This design comes from an exercise in tuning for small area, a short achievable clock period and few clock cycles on the open sky130 flow, not from production work.
In this exercise RTL edits were held to simulation tests only and were not proved equivalent to the original.

== yarrow ==
==> flow/design.v <==
module Iterative(
MatrixResult,
MatrixA,
MatrixB,
Clk,
Start,
Finished
);
output [224:0]MatrixResult;  
output Finished;
input [149:0]MatrixA;  
input [89:0]MatrixB;  
input Clk;
input Start;
reg [224:0] MatrixResult;
reg Finished;
wire [224:0] prod;
genvar i, j;
generate
for (i = 0; i < 5; i = i + 1) begin : g_row
  for (j = 0; j < 3; j = j + 1) begin : g_col
    wire [14:0] a0 = MatrixA[149-30*i -: 15];
    wire [14:0] a1 = MatrixA[134-30*i -: 15];
    wire [14:0] b0 = MatrixB[89-15*j -: 15];
    wire [14:0] b1 = MatrixB[44-15*j -: 15];
    assign prod[224-45*i-15*j -: 15] = a0 * b0 + a1 * b1;
  end
end
endgenerate
always @(posedge Clk)
begin
  if (Start)
  begin
    MatrixResult <= prod;
    Finished <= 1'b1;
  end
end
endmodule
export LEC_CHECK = 0
export CAP_MARGIN = 20
export CORE_MARGIN = 2
export CORE_UTILIZATION = 40
export SLEW_MARGIN = 20
create_clock -name core_clock -period 9.0 [get_ports {Clk}]
run.sh (not shown) runs the stock make flow with config.mk's settings and CLKGATE_MAP_FILE= SYNTH_SCRIPT=/design/flow/synth_recipe.tcl, a recipe that flattens the netlist after the stock synthesis.
Per the final summary, yarrow finished and its layout is clean on timing, DRC and antenna.
Testbench counts of yarrow, summed over its fixed seeds: cycles 1,600.
diff inputs: yarrow => willow
==> flow/design.v <==
module Iterative(
MatrixResult,
MatrixA,
MatrixB,
Clk,
Start,
Finished
);
output [224:0]MatrixResult;  
output Finished;
input [149:0]MatrixA;  
input [89:0]MatrixB;  
input Clk;
input Start;
reg [224:0]MatrixResult;
reg [14:0] A [4:0][1:0];
reg [14:0] B [1:0][2:0];
reg [14:0] Result [4:0][2:0];
reg [2:0] row;
reg [1:0] col;
assign Finished = (row == 5);
always @(posedge Clk)
begin
if(Start)
begin
row = 0;
col = 0;
{A[0][0], A[0][1], A[1][0], A[1][1], A[2][0], A[2][1], A[3][0], A[3][1], A[4][0], A[4][1]} = MatrixA;
{B[0][0], B[0][1], B[0][2], B[1][0], B[1][1], B[1][2]} = MatrixB;
{Result[0][0], Result[0][1], Result[0][2], Result[1][0], Result[1][1], Result[1][2], Result[2][0], Result[2][1], Result[2][2], Result[3][0], Result[3][1], Result[3][2], Result[4][0], Result[4][1], Result[4][2]} = 225'b0;
end
else if(!Finished)
begin
Result[row][col] = A[row][0] * B[0][col] + A[row][1] * B[1][col];
if (row == 4 && col == 2)
begin
MatrixResult = {Result[0][0], Result[0][1], Result[0][2], Result[1][0], Result[1][1], Result[1][2], Result[2][0], Result[2][1], Result[2][2], Result[3][0], Result[3][1], Result[3][2], Result[4][0], Result[4][1], Result[4][2]};
row = 5;  
end
else if (col == 2)
begin
row = row + 1;
col = 0;
end
else
begin
col = col + 1;
end
end
end
endmodule
willow vs. yarrow: count of flip-flops with a built-in enable after synthesis higher; number of port buffers level.
MatrixB[4] as the startpoint of the most critical setup path was reported by yarrow, and col[1] by willow.
willow vs yarrow: number of clock buffers in the layout up
Looking only at synthesized cell count, and setting everything else aside, the higher value of yarrow and willow goes to yarrow.
Slack of the critical path ended up 0.38 ns lower on willow than on yarrow.
In the metrics for yarrow and willow, the one carrying the higher non-clock buffer count is yarrow.
The critical path class comes out in -> reg in one run and reg -> reg in the other, namely in yarrow and willow respectively.
A highest-delay cell along the critical path of sky130_fd_sc_hd__o22ai_2 is what willow shows, while sky130_fd_sc_hd__buf_2 belongs to yarrow.
In the flow results for yarrow and willow, the placer's final routability congestion estimate is larger on yarrow.
Going from yarrow to willow, fraction of standard cell area that is sequential increased 38 points; global-route met3 utilization decreased 0.94 points; overall fraction of global-route tracks in use decreased 3.6 points; initial antenna violation count decreased 82.
Testbench counts of willow, summed over its fixed seeds: cycles 25,600.

--- another note on this design; it stands on its own ---

== build 54 ==
Design Iterative, start of the top module:
module Iterative(
MatrixResult,
MatrixA,
MatrixB,
Clk,
Start,
Finished
);
==> flow/config.mk <==
export PLATFORM = sky130hd
export DESIGN_NAME = Iterative
export DESIGN_NICKNAME = Iterative
export VERILOG_FILES = /design/flow/design.v
export SDC_FILE = /design/flow/constraint.sdc
export NUM_CORES = 4
export LEC_CHECK = 0
export CAP_MARGIN = 20
export CELL_PAD_IN_SITES_DETAIL_PLACEMENT = 1
export CELL_PAD_IN_SITES_GLOBAL_PLACEMENT = 1
export CORE_MARGIN = 2
export CORE_UTILIZATION = 40
export PLACE_DENSITY = 0.42
export SETUP_SLACK_MARGIN = 3.0
export SLEW_MARGIN = 20
export SYNTH_HIERARCHICAL = 1
export SYNTH_MINIMUM_KEEP_SIZE = 0
==> flow/constraint.sdc <==
create_clock -name core_clock -period 9.0 [get_ports {Clk}]
set_input_delay 1.8000 -clock core_clock [delete_from_list [all_inputs] [get_ports {Clk}]]
set_output_delay 1.8000 -clock core_clock [all_outputs]
set_load 0.01 [all_outputs]
standard.sh (not shown) runs the stock make flow with config.mk's settings and CLKGATE_MAP_FILE= SYNTH_SCRIPT=/design/flow/synth_recipe.tcl, a recipe that flattens the netlist after the stock synthesis.
==> flow/flow/run.sh <==
#!/bin/bash
set -euo pipefail
cd "$(dirname "$0")/.."
export BUFFER_PORTS_ARGS="-buffer_cell sky130_fd_sc_hd__buf_2"
bash standard.sh BUFFER_PORTS_ARGS="-buffer_cell sky130_fd_sc_hd__buf_2" finish > standard_make.log 2>&1
Layout checks on build 54: not met. Flow itself completed; violations: capacitance limit, slew limit.
Testbench counts of build 54, summed over its fixed seeds: cycles 1,600.
Inputs modified between build 54 and build 5:
Settings: a deleted SYNTH_HIERARCHICAL that had been 1; a change of SETUP_SLACK_MARGIN from 3.0 to 1.5; a change of SLEW_MARGIN from 20 to 30; a deleted SYNTH_MINIMUM_KEEP_SIZE that had been 0; a change of CAP_MARGIN from 20 to 30.
==> flow/run.sh (new file) <==
#!/bin/bash
# synth_recipe.tcl (not shown) runs the flow's synth.tcl, then flattens the netlist and writes it again
# the make line also repeats each setting of config.mk as NAME=value (left out here)
make -C /OpenROAD-flow-scripts/flow DESIGN_CONFIG=/design/flow/config.mk WORK_HOME=/design/flow/orfs CLKGATE_MAP_FILE= SYNTH_SCRIPT=/design/flow/synth_recipe.tcl finish
removed: flow/flow/run.sh
removed: flow/standard.sh
--- outcome ---
- The final layout from build 5, which completed every stage, passed the timing, DRC and antenna checks at the end of the flow.
- The slew of the pin with the lowest slew margin of build 5 falls short of that of build 54 by 0.45 ns.
- Looking at summed instance area of the synthesized netlist, build 5 sits above build 54.
- Build 54 has a lower y dimension of the die than build 5.
- On signal arrival time at the worst endpoint: between build 5 and build 54, it ends up lower for build 54.
- Relative to build 54, the minimum period implied by the final worst setup slack of build 5 is higher by 1.34 ns.
- Build 5 vs build 54: number of ordinary and repair buffers in the finished layout up by more than a quarter
- Diff build 54 -> build 5 | number of cells traversed by the worst hold path | increase of 1
- Relative to build 54, sequential share of layout area has gone down in build 5.
- Between build 5 and build 54, it is build 5 whose routed wire length is higher, by 38%.
Input changes introduced in build 73 (baseline for comparison: build 5):
Settings: SETUP_SLACK_MARGIN removed (was 1.5); CAP_MARGIN changed from 30 to 20; SLEW_MARGIN changed from 30 to 20.
Build 5 -> build 73: ratio of routed vias to standard cells flat. On met1 layer wirelength in the final routing, build 73 tracks build 5 almost exactly. Build 73 vs build 5: critical path depth down by a few percent. As far as number of failing hold endpoints at the final stage goes, build 73 and build 5 are indistinguishable; the numbers are identical. Comparing build 5 and build 73, clock period minus final worst setup slack is lower on build 5. Die area: build 5 vs build 73 identical. Build 73 against build 5: final period utilization went up; post-detailed-routing wire length did not really move.

## separate check: timing with driven ports
The flow's constraints put no driver on any port. The routed layouts listed below were extracted and timed again, unchanged, in two steps. Step 1: set_driving_cell puts a clkbuf_16 on Clk and a buf_2 on each other input, an assumption about the parent block. Step 2 moves the port delays by t, midway between the first and last clock arrival at a register: inputs arrive t later, outputs are due t later. That takes back most of the time a late clock gives input paths. a / b / c = ideal / step 1 / step 2; a / b = the first two.
| run | t, ns | setup slack, ns | hold WS [ns] | clock arrival spread, ns |
|---|---|---|---|---|
| yarrow | 0.782 | 0.730 / 0.732 / -0.050 | 1.600 / 1.545 / 2.327 | 0.048 / 0.048 |
| willow | 0.688 | 0.348 / 0.348 / 0.348 | 0.450 / 0.450 / 0.450 | 0.041 / 0.041 |
| build 54 | 0.827 | 2.935 / 2.843 / 2.192 | 1.600 / 1.546 / 2.262 | 0.039 / 0.039 |
| build 5 | 0.829 | 1.591 / 1.606 / 0.777 | 1.443 / 1.364 / 2.192 | 0.082 / 0.083 |
| build 73 | 0.839 | 0.639 / 0.721 / -0.119 | 1.587 / 1.519 / 2.359 | 0.036 / 0.035 |
Met with ideal ports but missed after step 2: setup timing in yarrow and build 73. The setup slack of build 5, which loses most, moves by +0.015 ns with the drivers and by -0.814 ns with both steps.
